Source: an optimization exercise on an open RTL-to-GDS flow (aim: small area). Production flows keep margins and buffers that such runs may drop.
In this exercise RTL edits were held to simulation tests only and were not proved equivalent to the original.
Power and IR drop assume default switching activity.

// linked_list
module linked_list (
    input wire clk,
    input wire btnC,
    input [15:0] sw,
    output [3:0] an,
    output [6:0] seg,
    output reg [1:0] led
    );
export LEC_CHECK = 0
export CAP_MARGIN = 0
export CORE_MARGIN = 2
export CORE_UTILIZATION = 65
export GPL_TIMING_DRIVEN = 0
export PLACE_DENSITY = 0.75
export SLEW_MARGIN = 0
create_clock -name core_clock -period 8.0 [get_ports {clk}]
standard.sh (not shown) runs the stock make flow with config.mk's settings and CLKGATE_MAP_FILE= SYNTH_SCRIPT=/design/flow/synth_recipe.tcl, a recipe that flattens the netlist after the stock synthesis.
==> flow/flow/run.sh <==
#!/bin/bash
# The standard flow (standard.sh), with these changes:
#  - ABC maps the logic with the area-oriented script flow/abc_area_min.script
#    (&deepsyn, which stops after 50 steps without a gain, then &nf) in place
#    of ORFS's abc script, and adders are left to ABC too (no
#    ADDER_MAP_FILE); every Yosys step that maps registers is the standard
#    synthesis's, so the registers are the same;
#  - the port buffers are buf_1 cells;
#  - clock tree synthesis uses clkbuf_8 buffers, sink clusters of at most 20
#    flip-flops and no dummy loads.
# Each tool's output is in orfs/logs/ (ORFS's own per-step logs) and make's in
# flow_make.log.
set -euo pipefail
W=$(pwd)
sed "s|source \$::env(SCRIPTS_DIR)/synth.tcl|source $W/my_synth.tcl|" synth_recipe.tcl > my_synth_recipe.tcl
grep -q "my_synth.tcl" my_synth_recipe.tcl
sed "s|^  log_cmd abc {\*}\$abc_args$|  log_cmd abc -script $W/flow/abc_area_min.script {*}\$lib_args {*}\$lib_dont_use_args|" "$FLOW_HOME/scripts/synth.tcl" > my_synth.tcl
grep -q "abc_area_min" my_synth.tcl
sed "s|SYNTH_SCRIPT=[^ ]*|SYNTH_SCRIPT=$W/my_synth_recipe.tcl ADDER_MAP_FILE=|" standard.sh > my_standard.sh
grep -q "my_synth_recipe" my_standard.sh
export BUFFER_PORTS_ARGS="-buffer_cell sky130_fd_sc_hd__buf_1"
export CTS_ARGS="-sink_clustering_enable -repair_clock_nets -dont_use_dummy_load -buf_list sky130_fd_sc_hd__clkbuf_8 -sink_clustering_size 20 -sink_clustering_max_diameter 60"
bash my_standard.sh > flow_make.log 2>&1
==> flow/flow/abc_area_min.script <==
&get -n
&st
&deepsyn -J 50 -T 300
&st
&dch
&nf -R 1000 -p
&st
&dch -f
&nf -R 1000 -p
&put
Then changed:
--- a/flow/flow/run.sh
+++ b/flow/flow/run.sh
@@ -8,0 +9 @@
+#  - repair may resize a gate to any drive strength (MATCH_CELL_FOOTPRINT=0);
@@ -19 +20 @@
-sed "s|SYNTH_SCRIPT=[^ ]*|SYNTH_SCRIPT=$W/my_synth_recipe.tcl ADDER_MAP_FILE=|" standard.sh > my_standard.sh
+sed "s|SYNTH_SCRIPT=[^ ]*|SYNTH_SCRIPT=$W/my_synth_recipe.tcl ADDER_MAP_FILE= MATCH_CELL_FOOTPRINT=0|" standard.sh > my_standard.sh
Total power is about the same.
Via count came out lower by about 0.8%.
Worst setup slack gains 0.0051 ns.
Clock-buffer cell count stays the same.
Design area is about the same.
Wire length is about the same.
Then changed:
--- a/flow/flow/run.sh
+++ b/flow/flow/run.sh
@@ -9 +8,0 @@
-#  - repair may resize a gate to any drive strength (MATCH_CELL_FOOTPRINT=0);
@@ -20 +19 @@
-sed "s|SYNTH_SCRIPT=[^ ]*|SYNTH_SCRIPT=$W/my_synth_recipe.tcl ADDER_MAP_FILE= MATCH_CELL_FOOTPRINT=0|" standard.sh > my_standard.sh
+sed "s|SYNTH_SCRIPT=[^ ]*|SYNTH_SCRIPT=$W/my_synth_recipe.tcl ADDER_MAP_FILE=|" standard.sh > my_standard.sh
Settings changed: CAP_MARGIN 0 to 5, SLEW_MARGIN 0 to 5.
Clock skew went down by 0.014 ns.
Worst hold slack is worse by 0.0036 ns.
Maximum frequency rises by 0.72%.
Register-to-register slack gains 0.04 ns.
Setup slack gets better by 0.035 ns.
Total power hardly moves.
Global-route usage stays flat.
Routed wire length is about the same.
Area after synthesis is unchanged.

-- afterwards: timing with drivers on the ports --
How much do the figures lean on ideal ports? The routed layouts below were timed once more, with nothing changed but the port constraints. Step 1 assumes that a clkbuf_16 drives the clock port and a buf_2 every other input. Step 2, shift: input delay + t, output delay - t, t = (earliest + latest rising clock arrival at the registers) / 2. This alone moves slack from input paths to output paths. Three values: no drivers, after step 1, after step 2; two values: the first two.
run	shift t [ns]	setup WS [ns]	worst register clock-pin slew, ns	cell pins on the clock port's net
the first run	0.572	3.023 / 3.023 / 3.023	0.11 / 0.11	1
the second run	0.570	3.028 / 3.028 / 3.028	0.11 / 0.11	1
the third run	0.566	3.064 / 3.064 / 3.064	0.12 / 0.12	1
After both steps setup and hold are still met in every run listed.
